From an optimization exercise on the open Yosys and OpenROAD flow, aimed at small area; shortcuts taken in it are not production practice. In this exercise RTL edits were held to simulation tests only and were not proved equivalent to the original. Power and IR drop assume default switching activity.

Design sd_dac_top, start of the top module:
module sd_dac_top (
    input               clk,
    input               rst_n,
    input               tone_en,
    input        [31:0] phase_increment,
    input signed [15:0] sample_in,
    output              sample_strobe,
    output              output_pdm_p,
    output              output_pdm_n
);
For scale: ~4,600 cells after synthesis, ~54 I/O pins.
export LEC_CHECK = 0
export ABC_AREA = 1
export CAP_MARGIN = 30
export CORE_MARGIN = 2
export CORE_UTILIZATION = 40
export CTS_BUF_LIST = sky130_fd_sc_hd__clkbuf_16
export CTS_CLUSTER_DIAMETER = 100
export CTS_CLUSTER_SIZE = 25
export GPL_TIMING_DRIVEN = 0
export SLEW_MARGIN = 30
create_clock -name core_clock -period 15.0 [get_ports {clk}]
standard.sh (not shown) runs the stock make flow with config.mk's settings and CLKGATE_MAP_FILE= SYNTH_SCRIPT=/design/flow/synth_recipe.tcl, a recipe that flattens the netlist after the stock synthesis.
==> flow/flow/run.sh <==
#!/bin/bash
# The standard layout, with one change: synthesis maps the logic with an area-oriented ABC
# script (flow/abc_area.script, selected by ABC_AREA=1 in config.mk) instead of ORFS's.
set -euo pipefail
W=$(pwd)
rm -rf "$W/scripts"
cp -r "$FLOW_HOME/scripts" "$W/scripts"
cp "$W/flow/abc_area.script" "$W/scripts/abc_area.script"
bash "$W/standard.sh" SCRIPTS_DIR="$W/scripts" finish > "$W/standard_flow.log" 2>&1
==> flow/flow/abc_area.script <==
strash
dch -f
map -a
mfs2
strash
dch -f
map -a
topo
The baseline finished with timing, DRC and antenna clean.
Change:
==> flow/run.sh (new file) <==
#!/bin/bash
# synth_recipe.tcl (not shown) runs the flow's synth.tcl, then flattens the netlist and writes it again
# the make line also repeats each setting of config.mk as NAME=value (left out here)
make -C /OpenROAD-flow-scripts/flow DESIGN_CONFIG=/design/flow/config.mk WORK_HOME=/design/flow/orfs CLKGATE_MAP_FILE= SYNTH_SCRIPT=/design/flow/synth_recipe.tcl finish
- ABC_AREA: 1 -> unset
- CTS_CLUSTER_DIAMETER: 100 -> 60
- CTS_CLUSTER_SIZE: 25 -> 30
removed: flow/flow/run.sh
removed: flow/flow/abc_area.script
removed: flow/standard.sh
Fmax is about the same.
Synthesized cell count grows by 1.1%.
First-iteration DRC count grows by 15%.
Sequential cell count is unchanged.
Setup slack improved by 40 ps.
Register-to-register slack improved by 320 ps.
Critical path depth stays the same.
Final area grows by about 4.6%.
Via count grows by about 6%.
Non-clock buffer count grows by 261.
Worst hold slack is about the same.

---

Setup of job 5651:
Another version of the RTL of sd_dac_top (not shown whole).
Size in the first run: about 4200 cells after synthesis, ~1500 flip-flops.
==> flow/config.mk <==
export PLATFORM = sky130hd
export DESIGN_NAME = sd_dac_top
export DESIGN_NICKNAME = sd_dac_top
export VERILOG_FILES = /design/flow/design.v
export SDC_FILE = /design/flow/constraint.sdc
export NUM_CORES = 8
export LEC_CHECK = 0
export ABC_AREA = 1
export CAP_MARGIN = 10
export CORE_MARGIN = 2
export CORE_UTILIZATION = 40
export CTS_BUF_LIST = sky130_fd_sc_hd__clkbuf_8
export CTS_CLUSTER_DIAMETER = 150
export CTS_CLUSTER_SIZE = 15
export GPL_TIMING_DRIVEN = 0
export SLEW_MARGIN = 10
==> flow/constraint.sdc <==
create_clock -name core_clock -period 15.0 [get_ports {clk}]
set_input_delay 3.0000 -clock core_clock [delete_from_list [all_inputs] [get_ports {clk}]]
set_output_delay 3.0000 -clock core_clock [all_outputs]
set_load 0.01 [all_outputs]
==> flow/flow/run.sh <==
#!/bin/bash
# The standard layout, with a different synthesis of the same RTL:
#  - the standard synthesis is run first, for the names and cell types of its registers;
#  - then the whole flow runs with flow/synth.tcl as the synthesis script (Yosys's quick ABC pass
#    skipped, registers renamed to the standard names) and with flow/abc_area.script, an
#    area-oriented ABC script, in a copy of ORFS's scripts (ABC_AREA=1 in config.mk selects it);
#  - the input and output ports are buffered with sky130_fd_sc_hd__buf_1.
# Each step's full output: standard_synth.log, flow.log, and ORFS's logs under orfs/logs.
set -euo pipefail
W=$(pwd)
RES="$W/orfs/results/$FLOW_PLATFORM/sd_dac_top/base"

bash "$W/standard.sh" synth > "$W/standard_synth.log" 2>&1
python3 "$W/flow/regs.py" "$RES/1_2_yosys.v" > "$W/standard_regs.txt"
cp "$RES/1_2_yosys.v" "$W/standard_synth.v"
rm -rf "$W/orfs"

rm -rf "$W/scripts"
cp -r "$FLOW_HOME/scripts" "$W/scripts"
cp "$W/flow/abc_area.script" "$W/scripts/abc_area.script"
REF_REGS="$W/standard_regs.txt" bash "$W/standard.sh" SCRIPTS_DIR="$W/scripts" \
  SYNTH_SCRIPT="$W/flow/synth.tcl" BUFFER_PORTS_ARGS="-buffer_cell sky130_fd_sc_hd__buf_1" finish > "$W/flow.log" 2>&1
Other scripts of this flow, unchanged in this note and not shown: flow/flow/abc_area.script, flow/flow/regs.py, flow/flow/synth.tcl
Job 5651 closes out successfully: all stages finished, all timing, DRC and antenna checks passed.
What job 6472 does differently from job 5651 at the input level:
Settings: a change of CORE_UTILIZATION from 40 to 50; a change of CTS_CLUSTER_DIAMETER from 150 to 100.
diff --git a/flow/flow/run.sh b/flow/flow/run.sh
--- a/flow/flow/run.sh
+++ b/flow/flow/run.sh
@@ -6,3 +6 @@
-#    area-oriented ABC script, in a copy of ORFS's scripts (ABC_AREA=1 in config.mk selects it);
-#  - the input and output ports are buffered with sky130_fd_sc_hd__buf_1.
-# Each step's full output: standard_synth.log, flow.log, and ORFS's logs under orfs/logs.
+#    area-oriented ABC script, in a copy of ORFS's scripts (ABC_AREA=1 in config.mk selects it).
Findings:
- Across job 5651 and job 6472, none had a timing, DRC or antenna violation.
- Summary: with job 5651 as the reference, wire length per cell in job 6472 moved up by a little under 10%.
- Changes observed in job 6472 relative to job 5651: post-route clock period utilization about even, cell area went down.
- Job 6472 against job 5651; routed wire length is up by a few percent.
- STATUS power consumed by the clock network: job 6472 loses against job 5651
- Taking job 5651 as the reference, in job 6472 total global routing track utilization +4.7 points, initial antenna violation count +1, least setup slack across all paths after layout +0.012 ns.
- As far as synthesized area goes, job 5651 and job 6472 are indistinguishable; the numbers are identical.
- Job 6472 ended up with a higher global routing usage on met2 than job 5651 did.
The inputs of job 875 differ from those of job 6472 as listed below.
Settings: swapping 50 for 40 in CORE_UTILIZATION; swapping 100 for 60 in CTS_CLUSTER_DIAMETER.
diff --git a/flow/flow/run.sh b/flow/flow/run.sh
--- a/flow/flow/run.sh
+++ b/flow/flow/run.sh
@@ -6 +6,3 @@
-#    area-oriented ABC script, in a copy of ORFS's scripts (ABC_AREA=1 in config.mk selects it).
+#    area-oriented ABC script, in a copy of ORFS's scripts (ABC_AREA=1 in config.mk selects it);
+#  - the input and output ports are buffered with sky130_fd_sc_hd__buf_1.
+# Each step's full output: standard_synth.log, flow.log, and ORFS's logs under orfs/logs.
Diff job 6472 -> job 875 | number of CTS-inserted buffers | increase of about 15%
The more densely filled core belongs to job 6472, not job 875.
On net switching power, the lower figure sits with job 6472, not job 875.
Summary — power per cell area, job 875 relative to job 6472: higher, by about 2%.
Minimum setup slack in the final design on job 875 is ahead of job 6472.
Compared with job 6472, the detailed router inserted more vias in job 875.
Summary — non-filler instance count after layout, job 875 relative to job 6472: higher, by 393.
Edits applied to the flow inputs when going from job 875 to job 638:
Settings: a change of CTS_CLUSTER_DIAMETER from 60 to 100.
diff --git a/flow/flow/run.sh b/flow/flow/run.sh
--- a/flow/flow/run.sh
+++ b/flow/flow/run.sh
@@ -6,3 +6 @@
-#    area-oriented ABC script, in a copy of ORFS's scripts (ABC_AREA=1 in config.mk selects it);
-#  - the input and output ports are buffered with sky130_fd_sc_hd__buf_1.
-# Each step's full output: standard_synth.log, flow.log, and ORFS's logs under orfs/logs.
+#    area-oriented ABC script, in a copy of ORFS's scripts (ABC_AREA=1 in config.mk selects it).
==> comparison <==
Fill cell instance count of the final layout essentially unchanged between job 638 and job 875.
Job 638 has register share of the cell area above what job 875 had.
Of job 638 and job 875, it is job 638 that has the lower power.
--- input diff job 638..job 3636 ---
Settings: swapping sky130_fd_sc_hd__clkbuf_8 for sky130_fd_sc_hd__clkbuf_8 sky130_fd_sc_hd__clkbuf_16 in CTS_BUF_LIST; swapping 40 for 50 in CORE_UTILIZATION; swapping 15 for 20 in CTS_CLUSTER_SIZE.
Findings:
Job 3636 went all the way through synthesis, placement and routing and the layout is clean on timing, DRC and antenna. Compared with job 638, in job 3636 clock sink total saw little to no change; fraction of power consumed by the clock network up 4.7 points; leakage dissipation now sits higher. In the reports for job 638 and job 3636, the larger number of antenna violations at the first check in global routing belongs to job 3636. Compared with job 638, job 3636 shows a higher met1 track demand over resource in global routing. Final critical path time including I/O delays and setup up 0.089 ns in job 3636 wrt job 638. Switching share of total power in job 3636 is 0.39 points lower than in job 638. Area added between synthesis and finish was lower in job 638 than in job 3636.
> inputs changed (job 3636 -> job 3475)
Settings: changing CTS_CLUSTER_SIZE from 20 to 15; changing CTS_BUF_LIST from sky130_fd_sc_hd__clkbuf_8 sky130_fd_sc_hd__clkbuf_16 to sky130_fd_sc_hd__clkbuf_8; changing CORE_UTILIZATION from 50 to 40.
diff --git a/flow/flow/run.sh b/flow/flow/run.sh
--- a/flow/flow/run.sh
+++ b/flow/flow/run.sh
@@ -6 +6,3 @@
-#    area-oriented ABC script, in a copy of ORFS's scripts (ABC_AREA=1 in config.mk selects it).
+#    area-oriented ABC script, in a copy of ORFS's scripts (ABC_AREA=1 in config.mk selects it);
+#  - the input and output ports are buffered with sky130_fd_sc_hd__buf_1.
+# Each step's full output: standard_synth.log, flow.log, and ORFS's logs under orfs/logs.
Results
Post-route minimum period ends up lower on job 3475. The run showing the smaller sequential fraction of total cell area is job 3636. Summary: with job 3636 as the reference, placement row count in job 3475 moved up by more than 10%. Job 3475 packs its core looser than job 3636.

[separate check: timing with driven ports]
How much do the figures lean on ideal ports? The routed layouts below were timed once more, with nothing changed but the port constraints. Step 1 (the two cells are an assumption about what drives the block):
set clk [get_ports {clk}]
set_driving_cell -lib_cell sky130_fd_sc_hd__clkbuf_16 $clk
set_driving_cell -lib_cell sky130_fd_sc_hd__buf_2 [delete_from_list [all_inputs] $clk]
Step 2, shift: input delay + t, output delay - t, t = (earliest + latest rising clock arrival at the registers) / 2. This alone moves slack from input paths to output paths. Slacks: no drivers / after step 1 / after step 2; pairs: no drivers / after step 1.
run | shift t [ns] | slack for setup (ns) | clock arrival spread, ns | pins driven straight from the clock port
the first run of note 1 | 0.763 | 0.419 / 0.460 / -0.303 | 0.051 / 0.052 | 1
the second run of note 1 | 0.780 | 0.459 / 0.507 / -0.274 | 0.068 / 0.069 | 1
job 5651 | 0.853 | 0.457 / 0.498 / -0.355 | 0.071 / 0.071 | 1
job 6472 | 0.838 | 0.469 / 0.512 / -0.326 | 0.061 / 0.060 | 1
job 875 | 0.903 | 0.489 / 0.532 / -0.371 | 0.060 / 0.060 | 1
job 638 | 0.871 | 0.465 / 0.506 / -0.366 | 0.062 / 0.063 | 1
job 3636 | 0.740 | 0.376 / 0.425 / -0.315 | 0.060 / 0.060 | 1
job 3475 | 0.871 | 0.465 / 0.506 / -0.366 | 0.062 / 0.063 | 1
Met with ideal ports but missed after step 2: setup timing in every run listed. For job 875, which loses most, drivers alone change the setup slack by +0.043 ns; drivers and shift together by -0.860 ns.
